Background: an optimization exercise with open tools, aiming at small area and a short achievable clock period. Do not read the settings as production practice.
At most, simulation tests tie the RTL to the original design; equivalence was not proved.
The clock input has no modelled driver; a real chip could not lean on it and would need a root buffer or a full tree.
No activity file was given, so power comes from the tool's default toggle rates.

## the previous run
==> flow/design.v <==
module pfx_add #(parameter W = 25) (
    input  [W-1:0] a,
    input  [W-1:0] b,
    input          cin,
    output [W-1:0] s,
    output         cout
);
    localparam L = $clog2(W + 1);
    wire [W:0] g [0:L];
    wire [W:0] p [0:L];
    assign g[0] = {a & b, cin};
    assign p[0] = {a ^ b, 1'b0};
    genvar l, i;
    generate
        for (l = 0; l < L; l = l + 1) begin : lvl
            for (i = 0; i <= W; i = i + 1) begin : bt
                if ((i >> l) & 1) begin : comb
                    localparam integer J = ((i >> l) << l) - 1;
                    assign g[l+1][i] = g[l][i] | (p[l][i] & g[l][J]);
                    assign p[l+1][i] = p[l][i] & p[l][J];
                end else begin : pass
                    assign g[l+1][i] = g[l][i];
                    assign p[l+1][i] = p[l][i];
                end
            end
        end
    endgenerate
    assign s    = p[0][W:1] ^ g[L][W-1:0];
    assign cout = g[L][W];
endmodule
module FLP_adder(
    input  [31:0] A,
    input  [31:0] B,
    output [31:0] sum
);
    wire        gt   = A[30:23] > B[30:23];
    wire [7:0]  d    = gt ? A[30:23] - B[30:23] : B[30:23] - A[30:23];
    wire [23:0] big  = gt ? {1'b1, A[22:0]} : {1'b1, B[22:0]};
    wire [23:0] sml  = gt ? {1'b1, B[22:0]} : {1'b1, A[22:0]};
    wire        sbig = gt ? A[31] : B[31];
    wire        sub  = A[31] ^ B[31];
    wire [7:0]  ec   = gt ? A[30:23] : B[30:23];
    wire [23:0] shd  = (d > 8'd23) ? 24'd0 : (sml >> d[4:0]);
    wire [24:0] X    = {1'b0, big} + ({1'b0, shd} ^ {25{sub}}) + {24'd0, sub};
    wire        nz   = |X[23:0];
    wire        sgn  = sbig ? (sub ? (~X[24] & nz) : ~(X[24] & nz)) : X[24];
    wire [23:0] C    = X[24] ? (24'd0 - X[23:0]) : X[23:0];
    wire [22:0] M    = C[23] ? C[22:0] : {C[21:0], 1'b0};
    wire [7:0]  e    = C[23] ? ec : ec - 8'd1;
    assign sum = {sgn, e, M};
endmodule
module FLP_adder_7(
    input  [31:0] A,
    input  [31:0] B,
    input         rst,
    input         clk,
    output [31:0] sum
);
    reg [31:0] a1, b1;
    reg        ge1;
    always @(posedge clk) begin
        a1  <= A;
        b1  <= B;
        ge1 <= A[30:23] >= B[30:23];
    end
    wire [7:0] ebig = ge1 ? a1[30:23] : b1[30:23];
    wire [7:0] dab  = a1[30:23] - b1[30:23];
    wire [7:0] dba  = b1[30:23] - a1[30:23];
    wire [7:0] d    = ge1 ? dab : dba;
    reg [22:0] big2, sml2;
    reg [7:0]  d2;
    reg        sbig2, sub2;
    reg [7:0]  ec2;
    always @(posedge clk) begin
        big2  <= ge1 ? a1[22:0] : b1[22:0];
        sml2  <= ge1 ? b1[22:0] : a1[22:0];
        d2    <= d;
        sbig2 <= ge1 ? a1[31] : b1[31];
        sub2  <= a1[31] ^ b1[31];
        ec2   <= ebig;
    end
    wire        z2  = (|d2[7:5]) | (d2[4] & d2[3]);
    wire [23:0] shd = z2 ? 24'd0 : ({1'b1, sml2} >> d2[4:0]);
    reg [22:0] big3;
    reg [23:0] shx3;
    reg        sbig3, sub3;
    reg [7:0]  ec3;
    always @(posedge clk) begin
        big3  <= big2;
        shx3  <= shd ^ {24{sub2}};
        sbig3 <= sbig2;
        sub3  <= sub2;
        ec3   <= ec2;
    end
    wire [24:0] X;
    pfx_add #(25) add (.a({2'b01, big3}), .b({sub3, shx3}), .cin(sub3), .s(X), .cout());
    reg [24:0] X4;
    reg        sbig4, sub4;
    reg [7:0]  ec4;
    always @(posedge clk) begin
        X4    <= X;
        sbig4 <= sbig3;
        sub4  <= sub3;
        ec4   <= ec3;
    end
    wire [23:0] lo;       
    assign lo[0] = 1'b0;
    genvar i;
    generate
        for (i = 1; i < 24; i = i + 1) begin : orl
            assign lo[i] = |X4[i-1:0];
        end
    endgenerate
    wire        nz  = lo[23] | X4[23];
    wire        sgn = sbig4 ? (sub4 ? (~X4[24] & nz) : ~(X4[24] & nz)) : X4[24];
    wire [23:0] C   = X4[23:0] ^ (lo & {24{X4[24]}});
    reg        sgn5;
    reg [23:0] C5;
    reg [7:0]  ec5;
    always @(posedge clk) begin
        sgn5 <= sgn;
        C5   <= C;
        ec5  <= ec4;
    end
    wire [22:0] M = C5[23] ? C5[22:0] : {C5[21:0], 1'b0};
    wire [7:0]  e = C5[23] ? ec5 : ec5 - 8'd1;
    reg [31:0] r6;
    always @(posedge clk) begin
        r6 <= {sgn5, e, M};
    end
    assign sum = r6;
endmodule
clock: 5.0 ns
lec_check: 0
cap_margin: 20
core_margin: 2
core_utilization: 40
setup_slack_margin: 3.0
slew_margin: 20
tns_end_percent: 10
run.sh (not shown) runs the stock make flow with config.mk's settings and CLKGATE_MAP_FILE= SYNTH_SCRIPT=/design/flow/synth_recipe.tcl, a recipe that flattens the netlist after the stock synthesis.
### the previous run -> the current run
--- a/flow/design.v
+++ b/flow/design.v
@@ -61,15 +61,14 @@
     always @(posedge clk) begin
         a1  <= A;
         b1  <= B;
         ge1 <= A[30:23] >= B[30:23];
     end
     wire [7:0] ebig = ge1 ? a1[30:23] : b1[30:23];
-    wire [7:0] dab  = a1[30:23] - b1[30:23];
-    wire [7:0] dba  = b1[30:23] - a1[30:23];
-    wire [7:0] d    = ge1 ? dab : dba;
+    wire [7:0] esml = ge1 ? b1[30:23] : a1[30:23];
+    wire [7:0] d    = ebig - esml;
     reg [22:0] big2, sml2;
     reg [7:0]  d2;
     reg        sbig2, sub2;
     reg [7:0]  ec2;
     always @(posedge clk) begin
         big2  <= ge1 ? a1[22:0] : b1[22:0];
@@ -111,22 +110,15 @@
             assign lo[i] = |X4[i-1:0];
         end
     endgenerate
     wire        nz  = lo[23] | X4[23];
     wire        sgn = sbig4 ? (sub4 ? (~X4[24] & nz) : ~(X4[24] & nz)) : X4[24];
     wire [23:0] C   = X4[23:0] ^ (lo & {24{X4[24]}});
-    reg        sgn5;
-    reg [23:0] C5;
-    reg [7:0]  ec5;
+    wire [22:0] M   = C[23] ? C[22:0] : {C[21:0], 1'b0};
+    wire [7:0]  e   = C[23] ? ec4 : ec4 - 8'd1;
+    reg [31:0] r5, r6;
     always @(posedge clk) begin
-        sgn5 <= sgn;
-        C5   <= C;
-        ec5  <= ec4;
-    end
-    wire [22:0] M = C5[23] ? C5[22:0] : {C5[21:0], 1'b0};
-    wire [7:0]  e = C5[23] ? ec5 : ec5 - 8'd1;
-    reg [31:0] r6;
-    always @(posedge clk) begin
-        r6 <= {sgn5, e, M};
+        r5 <= {sgn, e, M};
+        r6 <= r5;
     end
     assign sum = r6;
 endmodule
Findings:
- The number of nets in the layout in the current run was higher than what the previous run gave.
- The current run vs the previous run — cell area after synthesis climbed slightly
- Of the previous run and the current run, the lower worst-case reg-to-reg path depth belongs to the previous run.
- Higher share of the cycle needed by the critical path after routing among the previous run and the current run: the current run
- Detailed-route wire length, the current run vs the previous run: up by a little under 10%
- The run showing the greater combinational power is the current run.
- Compared with the previous run, the current run shows a floorplan row count that is 1 higher.
- Final area sits higher in the current run than in the previous run.
- The current run ends up with a number of clock buffers in the layout that is 3 lower than in the previous run.
- Flop count, the previous run -> the current run: decreased
- Sequential logic power in the current run vs the previous run: up about 3%
- Core util | the current run vs the previous run | the current run higher
No functional check of the RTL was part of any run of this note.


Setup of yarrow:
RTL: the design.v shown in full above, as it stands there.
clock: 5.0 ns
lec_check: 0
cap_margin: 20
core_margin: 2
core_utilization: 40
setup_slack_margin: 3.0
slew_margin: 20
tns_end_percent: 10
standard.sh (not shown) runs the stock make flow with config.mk's settings and CLKGATE_MAP_FILE= SYNTH_SCRIPT=/design/flow/synth_recipe.tcl, a recipe that flattens the netlist after the stock synthesis.
==> flow/flow/run.sh <==
#!/bin/bash
# Standard ORFS layout with smaller input-port buffers and a clock tree
# without dummy loads. Each tool's output goes to its own log under
# orfs/logs; make's output goes to make.log.
set -euo pipefail
here=$(pwd)
bash standard.sh \
  POST_GLOBAL_PLACE_TCL="$here/flow/inbuf.tcl" \
  CTS_ARGS="-sink_clustering_enable -repair_clock_nets -dont_use_dummy_load -sink_clustering_size 24 -sink_clustering_max_diameter 100" \
  finish > make.log 2>&1
==> flow/flow/inbuf.tcl <==
# After global placement: drive each input port through the smallest
# buffer, and each output port through a buf_2.
foreach inst [get_cells input*] {
  replace_cell $inst sky130_fd_sc_hd__buf_1
}
foreach inst [get_cells output*] {
  replace_cell $inst sky130_fd_sc_hd__buf_2
}
## Diff of input files: zinc against yarrow
--- a/flow/design.v
+++ b/flow/design.v
@@ -1,3 +1,3 @@
-module pfx_add #(parameter W = 25) (
+module pfx_add #(parameter W = 25, parameter L = 5) (
     input  [W-1:0] a,
     input  [W-1:0] b,
@@ -6,5 +6,4 @@
     output         cout
 );
-    localparam L = $clog2(W + 1);
     wire [W:0] g [0:L];
     wire [W:0] p [0:L];
@@ -28,4 +27,30 @@
     assign s    = p[0][W:1] ^ g[L][W-1:0];
     assign cout = g[L][W];
+endmodule
+module pfx_gp #(parameter W = 25, parameter L = 5) (
+    input  [W-1:0] g,
+    input  [W-1:0] p,
+    output [W-1:0] s
+);
+    wire [W-1:0] gg [0:L];
+    wire [W-1:0] pp [0:L];
+    assign gg[0] = g;
+    assign pp[0] = p;
+    genvar l, i;
+    generate
+        for (l = 0; l < L; l = l + 1) begin : lvl
+            for (i = 0; i < W; i = i + 1) begin : bt
+                if ((i >> l) & 1) begin : comb
+                    localparam integer J = ((i >> l) << l) - 1;
+                    assign gg[l+1][i] = gg[l][i] | (pp[l][i] & gg[l][J]);
+                    assign pp[l+1][i] = pp[l][i] & pp[l][J];
+                end else begin : pass
+                    assign gg[l+1][i] = gg[l][i];
+                    assign pp[l+1][i] = pp[l][i];
+                end
+            end
+        end
+    endgenerate
+    assign s = p ^ {gg[L][W-2:0], 1'b0};
 endmodule
 module FLP_adder(
@@ -82,26 +107,27 @@
     wire        z2  = (|d2[7:5]) | (d2[4] & d2[3]);
     wire [23:0] shd = z2 ? 24'd0 : ({1'b1, sml2} >> d2[4:0]);
-    reg [22:0] big3;
-    reg [23:0] shx3;
-    reg        sbig3, sub3;
-    reg [7:0]  ec3;
+    wire [23:0] ax = {~sub2, big2 ^ {23{sub2}}};
+    reg  [23:0] g3, p3;
+    reg         sbig3, sub3;
+    reg  [7:0]  ec3;
     always @(posedge clk) begin
-        big3  <= big2;
-        shx3  <= shd ^ {24{sub2}};
+        g3    <= ax & shd;
+        p3    <= ax ^ shd;
         sbig3 <= sbig2;
         sub3  <= sub2;
         ec3   <= ec2;
     end
-    wire [24:0] X;
-    pfx_add #(25) add (.a({2'b01, big3}), .b({sub3, shx3}), .cin(sub3), .s(X), .cout());
-    reg [24:0] X4;
+    wire [24:0] Y;
+    pfx_gp #(25) add (.g({1'b0, g3}), .p({sub3, p3}), .s(Y));
+    reg [24:0] Y4;
     reg        sbig4, sub4;
     reg [7:0]  ec4;
     always @(posedge clk) begin
-        X4    <= X;
+        Y4    <= Y;
         sbig4 <= sbig3;
         sub4  <= sub3;
         ec4   <= ec3;
     end
+    wire [24:0] X4 = Y4 ^ {25{sub4}};
     wire [23:0] lo;       
     assign lo[0] = 1'b0;
## What came out
Both conditions hold for zinc: the flow ran to the end and the final layout passed the timing, DRC and antenna checks. Per-instance average area after synthesis (zinc vs. yarrow) decreases by a few percent. Looking at capture point of the critical path, the sgn5$_DFF_P_ result is from zinc; the C5[20]$_DFF_P_ one comes from yarrow. Compared with yarrow, zinc shows number of well taps that has gone up by a few percent. Compared with yarrow, in zinc wire length of the first global-routing pass +about 7%; non-clock buffer count +about 11%; utilization +0.47 points.
No functional check of the RTL was part of any run of this note.


FLP_adder_7, a different RTL version from the one above (not shown whole).
Size: ~0.011 mm^2 of cells after synthesis.
==> module pfx_carry, before the edit <==
module pfx_carry #(parameter W = 25, parameter L = 5) (
    input  [W-1:0] g,
    input  [W-1:0] p,
    output [W-1:0] c
);
    wire [W-1:0] gg [0:L];
    wire [W-1:0] pp [0:L];
    assign gg[0] = g;
    assign pp[0] = p;
    genvar l, i;
    generate
        for (l = 0; l < L; l = l + 1) begin : lvl
            for (i = 0; i < W; i = i + 1) begin : bt
                if ((i >> l) & 1) begin : comb
                    localparam integer J = ((i >> l) << l) - 1;
                    assign gg[l+1][i] = gg[l][i] | (pp[l][i] & gg[l][J]);
                    assign pp[l+1][i] = pp[l][i] & pp[l][J];
                end else begin : pass
                    assign gg[l+1][i] = gg[l][i];
                    assign pp[l+1][i] = pp[l][i];
                end
            end
        end
    endgenerate
    assign c = {gg[L][W-2:0], 1'b0};
endmodule
==> module FLP_adder_7, before the edit <==
module FLP_adder_7(
    input  [31:0] A,
    input  [31:0] B,
    input         rst,
    input         clk,
    output [31:0] sum
);
    reg [31:0] a1, b1;
    reg        ge1;
    always @(posedge clk) begin
        a1  <= A;
        b1  <= B;
        ge1 <= A[30:23] >= B[30:23];
    end
    wire [7:0] ebig = ge1 ? a1[30:23] : b1[30:23];
    wire [7:0] dab  = a1[30:23] - b1[30:23];
    wire [7:0] dba  = b1[30:23] - a1[30:23];
    wire [7:0] d    = ge1 ? dab : dba;
    wire [23:0] sml = ge1 ? {1'b1, b1[22:0]} : {1'b1, a1[22:0]};
    reg [22:0] big2;
    reg [23:0] sml2;
    reg [7:2]  d2;
    reg        sbig2, sub2;
    reg [7:0]  ec2;
    always @(posedge clk) begin
        big2  <= ge1 ? a1[22:0] : b1[22:0];
        sml2  <= sml >> d[1:0];
        d2    <= d[7:2];
        sbig2 <= ge1 ? a1[31] : b1[31];
        sub2  <= a1[31] ^ b1[31];
        ec2   <= ebig;
    end
    wire        z2  = (|d2[7:5]) | (d2[4] & d2[3]);
    wire [23:0] shd = z2 ? 24'd0 : (sml2 >> {d2[4:2], 2'b00});
    wire [23:0] ax = {~sub2, big2 ^ {23{sub2}}};
    reg  [23:0] g3, p3;
    reg         sbig3, sub3;
    reg  [7:0]  ec3;
    always @(posedge clk) begin
        g3    <= ax & shd;
        p3    <= ax ^ shd;
        sbig3 <= sbig2;
        sub3  <= sub2;
        ec3   <= ec2;
    end
    wire [24:0] c;
    pfx_carry #(25) add (.g({1'b0, g3}), .p({sub3, p3}), .c(c));
    wire [24:0] X = {c[24], (p3 ^ {24{sub3}}) ^ c[23:0]};
    reg [24:0] X4;
    reg        sbig4, sub4;
    reg [7:0]  ec4;
    always @(posedge clk) begin
        X4    <= X;
        sbig4 <= sbig3;
        sub4  <= sub3;
        ec4   <= ec3;
    end
    wire [23:0] lo;       
    assign lo[0] = 1'b0;
    genvar i;
    generate
        for (i = 1; i < 24; i = i + 1) begin : orl
            assign lo[i] = |X4[i-1:0];
        end
    endgenerate
    wire        nz  = lo[23] | X4[23];
    wire        sgn = sbig4 ? (sub4 ? (~X4[24] & nz) : ~(X4[24] & nz)) : X4[24];
    wire [23:0] C   = X4[23:0] ^ (lo & {24{X4[24]}});
    reg        sgn5;
    reg [23:0] C5;
    reg [7:0]  ec5;
    always @(posedge clk) begin
        sgn5 <= sgn;
        C5   <= C;
        ec5  <= ec4;
    end
    wire [22:0] M = C5[23] ? C5[22:0] : {C5[21:0], 1'b0};
    wire [7:0]  e = C5[23] ? ec5 : ec5 - 8'd1;
    reg [31:0] r6;
    always @(posedge clk) begin
        r6 <= {sgn5, e, M};
    end
    assign sum = r6;
endmodule
export LEC_CHECK = 0
export ABC_AREA = 1
export CAP_MARGIN = 20
export CORE_MARGIN = 2
export CORE_UTILIZATION = 40
export SETUP_SLACK_MARGIN = 3.2
export SLEW_MARGIN = 20
export TNS_END_PERCENT = 10
create_clock -name core_clock -period 5.0 [get_ports {clk}]
==> flow/flow/run.sh <==
#!/bin/bash
# Standard ORFS layout with smaller input-port buffers and a two-level
# clock tree (root buffers, leaf buffers) without dummy loads. Each tool's output goes to its own log under
# orfs/logs; make's output goes to make.log.
set -euo pipefail
here=$(pwd)
bash standard.sh \
  POST_GLOBAL_PLACE_TCL="$here/flow/inbuf.tcl" \
  POST_CTS_TCL="$here/flow/clk_tree.tcl" \
  CTS_ARGS="-sink_clustering_enable -repair_clock_nets -dont_use_dummy_load -sink_clustering_size 24 -sink_clustering_max_diameter 100" \
  finish > make.log 2>&1
Scripts as last shown in full above: flow/flow/inbuf.tcl
Other scripts of this flow, unchanged in this note and not shown: flow/flow/clk_tree.tcl
The baseline finished with timing, DRC and antenna clean.
Change:
--- a/flow/design.v
+++ b/flow/design.v
@@ -25,14 +25,14 @@
         end
     endgenerate
     assign s    = p[0][W:1] ^ g[L][W-1:0];
     assign cout = g[L][W];
 endmodule
-module pfx_carry #(parameter W = 25, parameter L = 5) (
+module pfx_gp #(parameter W = 25, parameter L = 5) (
     input  [W-1:0] g,
     input  [W-1:0] p,
-    output [W-1:0] c
+    output [W-1:0] s
 );
     wire [W-1:0] gg [0:L];
     wire [W-1:0] pp [0:L];
     assign gg[0] = g;
     assign pp[0] = p;
@@ -49,11 +49,11 @@
                     assign pp[l+1][i] = pp[l][i];
                 end
             end
         end
     endgenerate
-    assign c = {gg[L][W-2:0], 1'b0};
+    assign s = p ^ {gg[L][W-2:0], 1'b0};
 endmodule
 module FLP_adder(
     input  [31:0] A,
     input  [31:0] B,
     output [31:0] sum
@@ -90,26 +90,24 @@
     end
     wire [7:0] ebig = ge1 ? a1[30:23] : b1[30:23];
     wire [7:0] dab  = a1[30:23] - b1[30:23];
     wire [7:0] dba  = b1[30:23] - a1[30:23];
     wire [7:0] d    = ge1 ? dab : dba;
-    wire [23:0] sml = ge1 ? {1'b1, b1[22:0]} : {1'b1, a1[22:0]};
-    reg [22:0] big2;
-    reg [23:0] sml2;
-    reg [7:2]  d2;
+    reg [22:0] big2, sml2;
+    reg [7:0]  d2;
     reg        sbig2, sub2;
     reg [7:0]  ec2;
     always @(posedge clk) begin
         big2  <= ge1 ? a1[22:0] : b1[22:0];
-        sml2  <= sml >> d[1:0];
-        d2    <= d[7:2];
+        sml2  <= ge1 ? b1[22:0] : a1[22:0];
+        d2    <= d;
         sbig2 <= ge1 ? a1[31] : b1[31];
         sub2  <= a1[31] ^ b1[31];
         ec2   <= ebig;
     end
     wire        z2  = (|d2[7:5]) | (d2[4] & d2[3]);
-    wire [23:0] shd = z2 ? 24'd0 : (sml2 >> {d2[4:2], 2'b00});
+    wire [23:0] shd = z2 ? 24'd0 : ({1'b1, sml2} >> d2[4:0]);
     wire [23:0] ax = {~sub2, big2 ^ {23{sub2}}};
     reg  [23:0] g3, p3;
     reg         sbig3, sub3;
     reg  [7:0]  ec3;
     always @(posedge clk) begin
@@ -117,22 +115,22 @@
         p3    <= ax ^ shd;
         sbig3 <= sbig2;
         sub3  <= sub2;
         ec3   <= ec2;
     end
-    wire [24:0] c;
-    pfx_carry #(25) add (.g({1'b0, g3}), .p({sub3, p3}), .c(c));
-    wire [24:0] X = {c[24], (p3 ^ {24{sub3}}) ^ c[23:0]};
-    reg [24:0] X4;
+    wire [24:0] Y;
+    pfx_gp #(25) add (.g({1'b0, g3}), .p({sub3, p3}), .s(Y));
+    reg [24:0] Y4;
     reg        sbig4, sub4;
     reg [7:0]  ec4;
     always @(posedge clk) begin
-        X4    <= X;
+        Y4    <= Y;
         sbig4 <= sbig3;
         sub4  <= sub3;
         ec4   <= ec3;
     end
+    wire [24:0] X4 = Y4 ^ {25{sub4}};
     wire [23:0] lo;       
     assign lo[0] = 1'b0;
     genvar i;
     generate
         for (i = 1; i < 24; i = i + 1) begin : orl
=>
- routed wire length climbs by 5.3%
- core utilization climbs by 0.73 points
- clock power hardly moves
- power climbs by 1.5%
- global-route usage climbs by 0.58 points
- die area climbs by 0.55%
- hold slack barely changes
- design area climbs by 1.9%
- cell count climbs by 3.2%
Only the layout flow was run in the second run of this note; the RTL was not checked for function there.

re-timing with driven ports:
In the flow no input, the clock included, has a driving cell. The finished layouts below were timed again as built, in two steps.
Step 1 assumes that a clkbuf_16 drives the clock port and a buf_2 every other input.
Step 2 moves the port delays by t, midway between the first and last clock arrival at a register: inputs arrive t later, outputs are due t later. That takes back most of the time a late clock gives input paths.
Slacks: ideal / step 1 / step 2; pairs: ideal / step 1.
run	t, ns	setup WS [ns]	worst setup path after step 2
the previous run	0.577	2.698 / 2.698 / 2.149	input to register
the current run	0.581	2.391 / 2.391 / 1.956	input to register
yarrow	0.521	2.690 / 2.690 / 2.525	input to register
zinc	0.526	2.813 / 2.813 / 2.490	input to register
the first run of note 3	0.386	3.112 / 3.112 / 2.980	input to register
the second run of note 3	0.386	3.074 / 3.074 / 2.936	input to register
After both steps setup and hold are still met in every run listed. The setup slack of the previous run, which loses most, moves by 0.000 ns with the drivers and by -0.549 ns with both steps.
